This is an optimization exercise on Yosys and OpenROAD, whose aim is small area, not a production implementation.
The RTL was checked by simulation tests, not by an equivalence proof against the original design.
The flow treats the clock pin as an ideal source, which a real chip does not have.
No activity file was given, so power comes from the tool's default toggle rates.

==> flow/design.v <==
module counter_and_display(clk,rst,SEC_low,SEC_high,MIN_low,MIN_high,HOUR_low,HOUR_high,key0,key1,key2,key3);
input clk;
input rst;
input key0,key1,key2,key3;
output [6:0] SEC_low;
output [6:0] SEC_high;
output [6:0] MIN_low;
output [6:0] MIN_high;
output [6:0] HOUR_low;
output [6:0] HOUR_high;
reg [9:0] pre;
reg [3:0] ks;
reg [3:0] kp;
reg [3:0] s_lo;
reg [2:0] s_hi;
reg [3:0] m_lo;
reg [2:0] m_hi;
reg [5:0] h;
wire [3:0] s_lo_d; wire [2:0] s_hi_d; wire [3:0] m_lo_d; wire [2:0] m_hi_d; wire [5:0] h_d;
wire tc, s9, s5, sc, s_hi_en, m9, m0, m5, mh0, mz, m59, mdn, mup, mcu, mcd, hdn, hup;
wire [9:0] prel = pre ^ 10'd64;
wire [3:0] ksl = ks ^ 4'd0;
wire [3:0] kpl = kp ^ 4'd7;
assign tc = (~pre[0] & ~pre[1] & pre[2] & pre[3] & pre[4] & pre[6] & ~pre[7] & ~pre[8] & ~pre[9]);
assign s9 = (s_lo[1] & s_lo[2] & ~s_lo[3]);
assign s5 = (s_hi[0] & ~s_hi[1] & s_hi[2]);
assign sc = tc & s9 & s5;
assign s_hi_en = tc & s9;
assign m9 = (~m_lo[0] & m_lo[3]);
assign m0 = (m_lo[0] & m_lo[2] & ~m_lo[3]);
assign m5 = (m_hi[0] & m_hi[1] & m_hi[2]);
assign mh0 = (~m_hi[0] & ~m_hi[1]);
assign mz = m0 & mh0;
assign m59 = m9 & m5;
assign mdn = kpl[1];
assign mup = kpl[0] | sc;
assign hdn = kpl[3] | (~kpl[2] & kpl[1] & mz);
assign hup = ~kpl[3] & (kpl[2] | (mup & m59));
assign mcd = mdn & m0;
assign mcu = ~mdn & mup & m9;
assign s_lo_d[0] = (s_lo[0] & ~rst & ~tc) | (~s_lo[0] & s_lo[1] & ~rst & tc) | (~s_lo[1] & s_lo[2] & ~rst & tc);
assign s_lo_d[1] = ~((~s_lo[1] & ~tc) | (rst) | (~s_lo[0] & ~s_lo[1]) | (s_lo[0] & s_lo[1] & ~s_lo[3] & tc));
assign s_lo_d[2] = ~((~s_lo[2] & ~tc) | (rst) | (~s_lo[0] & s_lo[3] & tc) | (s_lo[1] & s_lo[2] & tc) | (s_lo[0] & ~s_lo[1] & ~s_lo[3]));
assign s_lo_d[3] = (~s_lo[0] & ~s_lo[3] & ~rst & tc) | (s_lo[3] & ~rst & ~tc) | (s_lo[1] & s_lo[2] & s_lo[3] & ~rst);
assign s_hi_d[0] = (s_hi[0] & ~s_hi_en) | (rst) | (s_hi[1] & ~s_hi[2]) | (~s_hi[0] & s_hi_en) | (s_hi[0] & ~s_hi[1] & s_hi[2]);
assign s_hi_d[1] = ~((~s_hi[1] & ~s_hi_en) | (rst) | (s_hi[0] & ~s_hi[1]) | (~s_hi[0] & s_hi[1] & s_hi_en));
assign s_hi_d[2] = ~((~s_hi[2] & ~s_hi_en) | (rst) | (~s_hi[1] & s_hi[2] & s_hi_en));
assign m_lo_d[0] = (m_lo[0] & ~mdn & ~mup) | (rst) | (~m_lo[0] & mdn) | (~m_lo[0] & mup);
assign m_lo_d[1] = (m_lo[1] & ~mdn & ~mup) | (rst) | (~m_lo[1] & ~m_lo[3] & mdn) | (~m_lo[0] & m_lo[1] & ~m_lo[2]) | (~m_lo[2] & mdn) | (m_lo[3] & ~mdn & mup) | (~m_lo[1] & m_lo[2] & ~m_lo[3] & mup);
assign m_lo_d[2] = (rst) | (~m_lo[0] & m_lo[1] & mdn) | (~m_lo[1] & ~mdn & mup) | (m_lo[0] & m_lo[2] & ~m_lo[3]) | (m_lo[2] & ~mdn & ~mup) | (m_lo[2] & ~m_lo[3] & mdn) | (m_lo[1] & m_lo[2] & mdn) | (m_lo[0] & ~m_lo[1] & ~m_lo[2] & mdn);
assign m_lo_d[3] = ~((rst) | (m_lo[3] & mdn) | (m_lo[3] & mup) | (~m_lo[1] & mdn) | (m_lo[1] & ~m_lo[3] & ~mdn) | (~m_lo[3] & ~mdn & ~mup) | (m_lo[0] & m_lo[1] & ~m_lo[2]));
assign m_hi_d[0] = ~((~m_hi[0] & ~mcd & ~mcu) | (rst) | (m_hi[0] & mcu) | (m_hi[0] & mcd));
assign m_hi_d[1] = ~((~m_hi[1] & ~mcd & ~mcu) | (rst) | (m_hi[1] & m_hi[2] & ~mcd & mcu) | (~m_hi[2] & mcd));
assign m_hi_d[2] = (rst) | (~m_hi[2] & mcd) | (~m_hi[1] & mcd) | (m_hi[2] & ~mcd & ~mcu) | (m_hi[1] & ~mcd & mcu);
assign h_d[0] = (h[0] & ~hdn & ~hup) | (rst) | (~h[0] & hdn) | (~h[0] & hup);
assign h_d[1] = (rst) | (~h[0] & ~h[1] & ~hdn & hup) | (h[0] & ~h[1] & hdn) | (h[0] & h[1] & ~hdn) | (~h[0] & h[1] & hdn) | (h[1] & ~hdn & ~hup) | (~h[4] & h[5]) | (h[0] & ~h[2] & ~h[3] & ~h[4] & hdn) | (~h[0] & h[3]);
assign h_d[2] = ~((rst) | (~h[0] & ~h[1] & h[2] & ~hdn & hup) | (h[5]) | (h[0] & ~h[2] & ~h[3]) | (~h[0] & h[1] & ~h[2]) | (h[3] & ~hdn) | (~h[1] & ~h[2] & hdn) | (h[0] & h[1] & ~h[3] & hdn) | (~h[2] & ~hdn & ~hup));
assign h_d[3] = (h[0] & h[1] & ~h[2] & ~h[3] & ~h[4] & ~rst & hdn) | (~h[0] & ~h[1] & h[2] & ~rst & ~hdn & hup) | (h[3] & ~h[5] & ~rst & ~hdn) | (h[1] & h[5] & ~rst & hdn) | (~h[0] & h[3] & ~rst & hdn) | (h[3] & h[5] & ~rst & ~hup);
assign h_d[4] = (rst) | (h[0] & h[5] & ~hdn & hup) | (~h[3] & h[4] & ~h[5]) | (~h[1] & h[4]) | (h[4] & h[5] & ~hdn) | (h[0] & h[4] & ~hup) | (~h[0] & h[3] & h[5] & hdn) | (h[4] & ~h[5] & hdn);
assign h_d[5] = ~((rst) | (~h[1] & ~h[5]) | (h[2]) | (h[3] & hdn) | (~h[0] & ~h[1] & ~hdn & hup) | (~h[0] & ~h[3] & ~h[5]) | (~h[5] & ~hdn & ~hup) | (~h[3] & ~h[5] & ~hdn) | (h[0] & ~h[4] & ~h[5] & ~hdn) | (~h[0] & h[3] & h[5] & hup));
assign SEC_low[0] = ~((~s_lo[3]) | (s_lo[0] & ~s_lo[1]) | (~s_lo[2]));
assign SEC_low[1] = (s_lo[0] & s_lo[1] & ~s_lo[2]) | (~s_lo[2] & s_lo[3]);
assign SEC_low[2] = (s_lo[0] & ~s_lo[1] & ~s_lo[3]);
assign SEC_low[3] = (~s_lo[0] & s_lo[2]) | (s_lo[1] & s_lo[2] & s_lo[3]);
assign SEC_low[4] = ~((~s_lo[1] & ~s_lo[2]) | (s_lo[0] & ~s_lo[2]) | (s_lo[0] & ~s_lo[1]));
assign SEC_low[5] = (~s_lo[0] & s_lo[1] & ~s_lo[3]) | (~s_lo[0] & s_lo[2]) | (s_lo[0] & ~s_lo[1] & ~s_lo[3]);
assign SEC_low[6] = (~s_lo[0] & ~s_lo[1]);
assign SEC_high[0] = (~s_hi[0]);
assign SEC_high[1] = (s_hi[0] & ~s_hi[1] & s_hi[2]);
assign SEC_high[2] = (s_hi[1] & ~s_hi[2]);
assign SEC_high[3] = (~s_hi[0]);
assign SEC_high[4] = (s_hi[2]);
assign SEC_high[5] = (~s_hi[0] & ~s_hi[1]) | (s_hi[0] & s_hi[1]);
assign SEC_high[6] = (~s_hi[1] & ~s_hi[2]) | (~s_hi[0] & ~s_hi[1]);
assign MIN_low[0] = (m_lo[0] & m_lo[1] & ~m_lo[2]) | (~m_lo[1] & m_lo[2] & ~m_lo[3]);
assign MIN_low[1] = (~m_lo[0] & ~m_lo[1] & ~m_lo[2]) | (m_lo[0] & ~m_lo[1] & m_lo[2]);
assign MIN_low[2] = (m_lo[1] & m_lo[3]);
assign MIN_low[3] = (m_lo[0] & m_lo[1] & ~m_lo[2]) | (~m_lo[0] & m_lo[2] & ~m_lo[3]);
assign MIN_low[4] = (~m_lo[0]) | (m_lo[1] & ~m_lo[2]);
assign MIN_low[5] = (~m_lo[0] & m_lo[1]) | (m_lo[1] & m_lo[3]) | (~m_lo[0] & m_lo[2] & ~m_lo[3]);
assign MIN_low[6] = (m_lo[2] & ~m_lo[3]);
assign MIN_high[0] = (~m_hi[2]);
assign MIN_high[1] = (m_hi[0] & m_hi[1] & m_hi[2]);
assign MIN_high[2] = (~m_hi[0] & m_hi[1] & m_hi[2]);
assign MIN_high[3] = (~m_hi[2]);
assign MIN_high[4] = (~m_hi[2]) | (m_hi[0]);
assign MIN_high[5] = (m_hi[0] & ~m_hi[2]) | (m_hi[0] & ~m_hi[1]) | (~m_hi[0] & m_hi[1] & m_hi[2]);
assign MIN_high[6] = (m_hi[0] & ~m_hi[2]) | (~m_hi[0] & ~m_hi[1]);
assign HOUR_low[0] = (~h[0] & h[1] & ~h[2] & ~h[3]) | (h[0] & h[1] & h[2]);
assign HOUR_low[1] = (h[0] & ~h[1] & h[2]) | (~h[0] & h[1] & h[2]);
assign HOUR_low[2] = (h[0] & ~h[1] & ~h[2]);
assign HOUR_low[3] = (~h[0] & h[1] & ~h[2] & ~h[3]) | (h[0] & h[1] & h[2]) | (~h[0] & ~h[1] & h[2]);
assign HOUR_low[4] = (~h[0]) | (h[1] & h[2]);
assign HOUR_low[5] = (~h[1] & ~h[2]) | (~h[0] & ~h[2] & ~h[3]) | (~h[0] & ~h[1]);
assign HOUR_low[6] = (h[1] & ~h[2] & ~h[3]) | (~h[0] & ~h[1] & h[2]) | (h[0] & h[1] & h[5]);
assign HOUR_high[0] = (~h[4] & ~h[5]);
assign HOUR_high[1] = 1'b0;
assign HOUR_high[2] = (h[0] & h[5]) | (~h[3] & h[5]);
assign HOUR_high[3] = (~h[4] & ~h[5]);
assign HOUR_high[4] = (~h[4] & ~h[5]);
assign HOUR_high[5] = (~h[4] & ~h[5]) | (~h[3] & h[5]) | (h[0] & ~h[4]);
assign HOUR_high[6] = (~h[5]) | (~h[0] & ~h[4]);
always @(posedge clk) begin
	if (rst | tc) pre <= 10'd120;
	else pre <= {prel[8:0], ~(prel[2] ^ prel[9])} ^ 10'd64;
	if (rst) begin
		ks <= 4'd15;
		kp <= 4'd7;
	end else begin
		ks <= {key3,key2,key1,key0} ^ 4'd0;
		kp <= (~{key3,key2,key1,key0} & ksl) ^ 4'd7;
	end
	s_lo <= s_lo_d; s_hi <= s_hi_d;
	m_lo <= m_lo_d; m_hi <= m_hi_d;
	h <= h_d;
end
endmodule
==> flow/flow/run.sh <==
#!/bin/bash
# The standard layout (standard.sh: standard synthesis, floorplan, placement,
# routing) with three changes, made through ORFS's own hooks:
#  - the port buffers are the smallest buffer cell (buf_1);
#  - after floorplan, logic cells are swapped for the smallest drive strength of
#    their family (flow/downsize.tcl);
#  - the clock port drives 2 clock buffers, each feeding the registers of one half
#    of the core (flow/clk_tree.tcl, run just before clock tree synthesis, which
#    then finds the clock already buffered).
# Each tool's output goes to standard.log here and to ORFS's logs under orfs/.
set -o pipefail
export BUFFER_PORTS_ARGS="-buffer_cell sky130_fd_sc_hd__buf_1"
export POST_FLOORPLAN_TCL=$PWD/flow/downsize.tcl
export CLK_TREE_N=2
export CLK_TREE_BUF=sky130_fd_sc_hd__clkbuf_8
export PRE_CTS_TCL=$PWD/flow/clk_tree.tcl
export CTS_ARGS="-clk_nets clk -dont_use_dummy_load -buf_list {sky130_fd_sc_hd__clkbuf_8}"
bash standard.sh > standard.log 2>&1
==> flow/flow/clk_tree.tcl <==
# Drive the register clock pins from CLK_TREE_N clock buffers (each placed at the
# centre of its group of registers), all fed from the clock port. Runs before
# clock_tree_synthesis, which then finds the clock already buffered.
set block [ord::get_db_block]
set dbu [$block getDbUnitsPerMicron]
set k $::env(CLK_TREE_N)
set pins {}
foreach pin [get_pins -of_objects [get_nets clk]] {
  if {[get_property $pin direction] ne "input"} { continue }
  set inst [[sta::sta_to_db_pin $pin] getInst]
  set bb [$inst getBBox]
  lappend pins [list $pin [expr {([$bb xMin] + [$bb xMax]) / 2.0 / $dbu}] [expr {([$bb yMin] + [$bb yMax]) / 2.0 / $dbu}]]
}
set n [llength $pins]
# k-means on the pin locations, seeded along x
set sorted [lsort -real -index 1 $pins]
set cent {}
for {set i 0} {$i < $k} {incr i} {
  set p [lindex $sorted [expr {int(($i + 0.5) * $n / $k)}]]
  lappend cent [list [lindex $p 1] [lindex $p 2]]
}
for {set iter 0} {$iter < 50} {incr iter} {
  set groups [lrepeat $k {}]
  foreach p $pins {
    set best 0; set bd 1e30
    for {set i 0} {$i < $k} {incr i} {
      set c [lindex $cent $i]
      set d [expr {pow([lindex $p 1] - [lindex $c 0], 2) + pow([lindex $p 2] - [lindex $c 1], 2)}]
      if {$d < $bd} { set bd $d; set best $i }
    }
    lset groups $best [concat [lindex $groups $best] [list $p]]
  }
  set cent {}
  foreach g $groups {
    set sx 0; set sy 0
    foreach p $g { set sx [expr {$sx + [lindex $p 1]}]; set sy [expr {$sy + [lindex $p 2]}] }
    set m [llength $g]
    if {$m == 0} { set m 1 }
    lappend cent [list [expr {$sx / $m}] [expr {$sy / $m}]]
  }
}
set i 0
foreach g $groups c $cent {
  if {[llength $g] == 0} { continue }
  set loads {}
  foreach p $g { lappend loads [lindex $p 0] }
  puts "clk_tree: buffer $i drives [llength $g] clock pins at ($c)"
  insert_buffer -buffer_cell $::env(CLK_TREE_BUF) -net clk -load_pins $loads -location $c -buffer_name clkleaf_buf$i -net_name clknet_leaf$i
  incr i
}
==> flow/flow/downsize.tcl <==
# Swap every logic cell for the smallest cell of its family (same function, other
# drive strength): synthesis upsizes gates for a speed the 10 ns clock does not need.
# Registers, buffers, tie cells and physical cells are left alone.
set block [ord::get_db_block]
set db [ord::get_db]
set area {}
foreach lib [$db getLibs] {
  foreach m [$lib getMasters] {
    set name [$m getName]
    if {[regexp {^(sky130_fd_sc_hd__[a-z0-9]+)_([0-9]+)$} $name -> fam drive]} {
      if {[llength [get_lib_cells -quiet $name]] == 0} { continue }
      if {[get_property [get_lib_cells $name] dont_use]} { continue }
      dict lappend area $fam [list $name [expr {[$m getWidth] * [$m getHeight]}]]
    }
  }
}
set n 0
foreach inst [$block getInsts] {
  set name [[$inst getMaster] getName]
  if {![regexp {^(sky130_fd_sc_hd__([a-z0-9]+))_([0-9]+)$} $name -> fam base drive]} { continue }
  if {[regexp {^(df|sdf|edf|dl|buf|clkbuf|clkdly|dlygate|dlymetal|conb|tap|fill|decap|diode|probe|lpflow|macro|bufbuf|bufinv)} $base]} { continue }
  if {![dict exists $area $fam]} { continue }
  set best [lindex [lsort -integer -index 1 [dict get $area $fam]] 0]
  set cur [expr {[[$inst getMaster] getWidth] * [[$inst getMaster] getHeight]}]
  if {[lindex $best 1] < $cur} {
    replace_cell [$inst getName] [lindex $best 0]
    incr n
  }
}
puts "downsize: $n cells swapped for a smaller drive strength"
==> flow/standard.sh <==
#!/bin/bash
# synth_recipe.tcl (not shown) runs the flow's synth.tcl, then flattens the netlist and writes it again
# the make line also repeats each setting of config.mk as NAME=value (left out here)
make -C /OpenROAD-flow-scripts/flow DESIGN_CONFIG=/design/flow/config.mk WORK_HOME=/design/flow/orfs CLKGATE_MAP_FILE= SYNTH_SCRIPT=/design/flow/synth_recipe.tcl "${@:-finish}"
==> flow/config.mk <==
export PLATFORM = sky130hd
export DESIGN_NAME = counter_and_display
export DESIGN_NICKNAME = counter_and_display
export VERILOG_FILES = /design/flow/design.v
export SDC_FILE = /design/flow/constraint.sdc
export NUM_CORES = 4
export LEC_CHECK = 0
export ABC_AREA = 1
export CAP_MARGIN = 20
export CORE_MARGIN = 2
export CORE_UTILIZATION = 40
export SLEW_MARGIN = 20
==> flow/constraint.sdc <==
create_clock -name core_clock -period 10.0 [get_ports {clk}]
set_input_delay 2.0000 -clock core_clock [delete_from_list [all_inputs] [get_ports {clk}]]
set_output_delay 2.0000 -clock core_clock [all_outputs]
set_load 0.01 [all_outputs]
==> impl_metrics.py <==
metrics = {
    "logic_synthesis": {
        "ys_ff_latch": 38,
        "syn_avg_cell_area_um2": 6.79,
        "synth.distinct_cells": 38,
        "synth_simple_gate_area_share_pct": 30.1,
        "synthAdderAreaFrac_pct": 1.80,
        "yosys_warnings": 1,
        "synth_compound_gate_area_share_pct": 17.2,
        "seq_area_frac_synth_pct": 36.5,
        "syn_inst": 307,
        "synthArstFlopShare_pct": 0,
        "synth_flop_cell": "dfxtp_1",
        "synth_top_family_by_area": "simple AND/OR/NAND/NOR gates",
        "synthMuxAreaShare_pct": 0,
        "synth_xor_area_share_pct": 0,
        "synth_edf_count": 0,
        "netlist_area_um2": 2090,
        "syn-num-nets": 316,
    },
    "flow_run": {
        "maxCapViolations": 0,
    },
    "route": {
        "drc": 0,
        "drt_wl_total_mm": 4.41,
        "dr.pass1.iters": 4,
        "vias_per_cell": 4.82,
        "detail-route-antenna-nets": 0,
        "drt_iter0_markers": 98,
        "vias": 1977,
        "wire_per_inst_um": 10.8,
    },
    "outcome": {
        "outcome": "finished clean",
    },
    "final_layout": {
        "final_layout_size_suffix_gt1_share_pct": 2.06,
        "synthToLayoutAreaGrowth_pct": 6.36,
        "layout.cells.non_filler": 410,
        "final_nets": 351,
        "n_antenna_cell": 0,
        "postLayoutCoreUtil_pct": 43.7,
    },
    "sta": {
        "worstMarginPinSlew_ns": 0.532,
        "report.final.hold_viol_count": 0,
        "relSlewSlack_pct": 64.5,
        "setup_tns_ns": 0,
        "grt_setup_unrepaired": "no",
        "finalCritPeriodShare_pct": 34.8,
        "drv_slew": 0,
        "clock_skew_ns": 0.00631,
        "clock.fmax_mhz": 287,
        "fin_crit_ns": 3.48,
        "report.final.setup_viol": 0,
    },
    "worst_setup_path": {
        "critPathMaxStageDelay_ns": 0.56,
        "crit_slowest_cell": "dfxtp_1",
        "cp_cell_sequence": "nor2_1 > inv_1 > nor2_1 > or2_2 > buf_1",
        "r2r_cells": 12,
        "crit_path_max_fanout": 12,
        "crit_required_ns": 8.00,
        "cp_common_cell": "nor2_1",
        "crit_type": "register to primary output",
        "crit_path_end_kind": "primary output",
        "cp.arrival_ns": 1.48,
        "cp-start-kind": "register",
    },
    "power_and_ir_drop": {
        "ir_drop_uv": 70.8,
        "power_density_nw_per_um2": 128,
        "leakagePower_nw": 1.09,
    },
    "floorplanning": {
        "ios": 48,
        "design.core.area_um2": 5070,
        "die_area_um2": 5810,
        "initial_core_util_pct": 41.1,
        "die_w_um": 76.2,
        "die_h_um": 76.2,
        "std_cell_rows": 26,
    },
    "grt": {
        "grt_max_degree": 21,
        "track_usage_pct": 14.8,
        "gr-total-overflow": 0,
        "grt_pass1_vias": 1786,
        "grt_pass1_wl_mm": 7.69,
        "antenna_found_initial": 0,
    },
    "place": {
        "place_congestion": 0.861,
        "port_buffers": 46,
        "dp_hpwl_mm": 3.40,
        "dp.cells": 408,
    },
    "worst_hold_path": {
        "worstHoldPathCells": 1,
        "worstHoldPathType": "register to register",
    },
    "cts": {
        "cts_resized": 0,
        "cts_setup_buffers": 0,
        "clock_latency_ns": 0.17,
        "holdBufCountCts": 0,
        "clk_pin_slew_ns": 0.12,
    },
}
-- cell usage after synthesis (all sizes together), types with 3 or more instances --
cell    number  area (um^2)
a21oi       15         75.1
nand3       21          110
inv         51          194
buf         11         86.3
dfxtp       38          761
o21ai       21          105
o22ai        3         18.8
nand2       53          221
ha           3         37.5
clkbuf       4         15.0
nor2        51          209
o211ai       5         37.5
nor3         6         30.0
or2          4         25.0
nand4        3         25.0
-- final timing paths --
kind                            slack (ns)              start                 to
worst min register to register        0.39  pre[5]$_SDFF_PP1_  pre[6]$_SDFF_PP1_
worst max-delay path                  6.52       h[0]$_DFF_P_        HOUR_low[3]
worst max register to register        7.97    m_lo[2]$_DFF_P_       h[2]$_DFF_P_
worst min-delay path                  0.39  pre[5]$_SDFF_PP1_  pre[6]$_SDFF_PP1_
-- registers in the layout (all words and copies together) (netlist names) --
name / cells
m_lo: 4
kp: 4
ks: 4
m_hi: 3
s_lo: 4
pre: 10
s_hi: 3
h: 6
-- area by class of cell, without the clock buffers --
class                      instances  area, um^2
fill                             584        2860
tap                               70        87.6
sequential                        38         761
timing repair buffer              46         173
multi-input combinational        202         975
inverter                          52         195
-- cell families (layout without fill, tap and decap cells) --
| logic type | Yosys count | count (layout) |
|---|---|---|
| other | 1 | 1 |
| adder cells (fa/ha/maj) | 3 | 3 |
| AND/OR/NAND/NOR | 139 | 139 |
| buffers and inverters | 67 | 100 |
| flip-flops | 38 | 38 |
| AO/OA/AOI/OAI | 59 | 59 |
-- critical path, delay by kind of cell (launching register included) --
kind	cells	cell delay (ns)
flip-flops	1	0.56
buffers and inverters	2	0.26
AND/OR/NAND/NOR	3	0.51
-- power by group --
part	total (mW)	switching [mW]	internal, mW
logic	0.0589	0.0389	0.0200
clock network	0.0574	0.0387	0.0188
registers	0.167	0.00790	0.159
total	0.283	0.0854	0.198
-- through the flow --
step	setup WS, ns	power (mW)	hold WS, ns	cell area, um^2
after floorplan	6.77	0.218	0.351	2090
after global placement	6.50	0.230	0.364	2190
after detailed placement	6.49	0.230	0.363	2190
after CTS	6.48	0.272	0.365	2220
after global routing	6.38	0.303	0.416	2220
final	6.52	0.283	0.390	2220
-- cell usage in the layout, fill, tap and decap left out --
master / netlist / layout
nand2_1: 48 / 53
nor2_1: 48 / 51
inv_1: 49 / 50
buf_1: 0 / 46
dfxtp_1: 38 / 38
nand3_1: 20 / 21
o21ai_0: 21 / 21
a21oi_1: 15 / 15
nor3_1: 6 / 6
o211ai_1: 5 / 5
or2_2: 4 / 4
nand4_1: 2 / 3
o22ai_1: 3 / 3
ha_1: 3 / 3
a211oi_1: 2 / 2
a31oi_1: 2 / 2
o32ai_1: 2 / 2
o211a_1: 2 / 2
clkbuf_8: 0 / 2
inv_2: 1 / 1
clkinv_1: 1 / 1
a311oi_1: 1 / 1
and3_1: 1 / 1
o21a_1: 1 / 1
a2111oi_0: 1 / 1
o31ai_1: 1 / 1
o21bai_1: 1 / 1
a22oi_1: 1 / 1
o221ai_1: 1 / 1
conb_1: 1 / 1
-- metal layers --
metal  global-route usage (%)  wire length (um)
met1                     20.1              2120
met2                     26.9              2080
met3                     1.07               188
met4                     1.27                27
met5                        0                 0

what the ideal ports hide:
How much do the figures lean on ideal ports? The routed layout below was timed once more, with nothing changed but the port constraints.
Step 1 assumes that a clkbuf_16 drives the clock port and a buf_2 every other input.
Step 2 times the ports against the registers' clock, not the clock port: input delays grow and output delays shrink by t, the midpoint of the rising clock arrivals with the driver on.
Three values: ideal ports, drivers, drivers and shift; two values: the first two.
t, ns: 0.201
setup WS [ns]: 6.515 / 6.480 / 6.548
hold slack, ns: 0.390 / 0.390 / 0.390
After both steps setup and hold are still met in this run. The setup slack of this run moves by -0.035 ns with the drivers and by +0.033 ns with both steps.
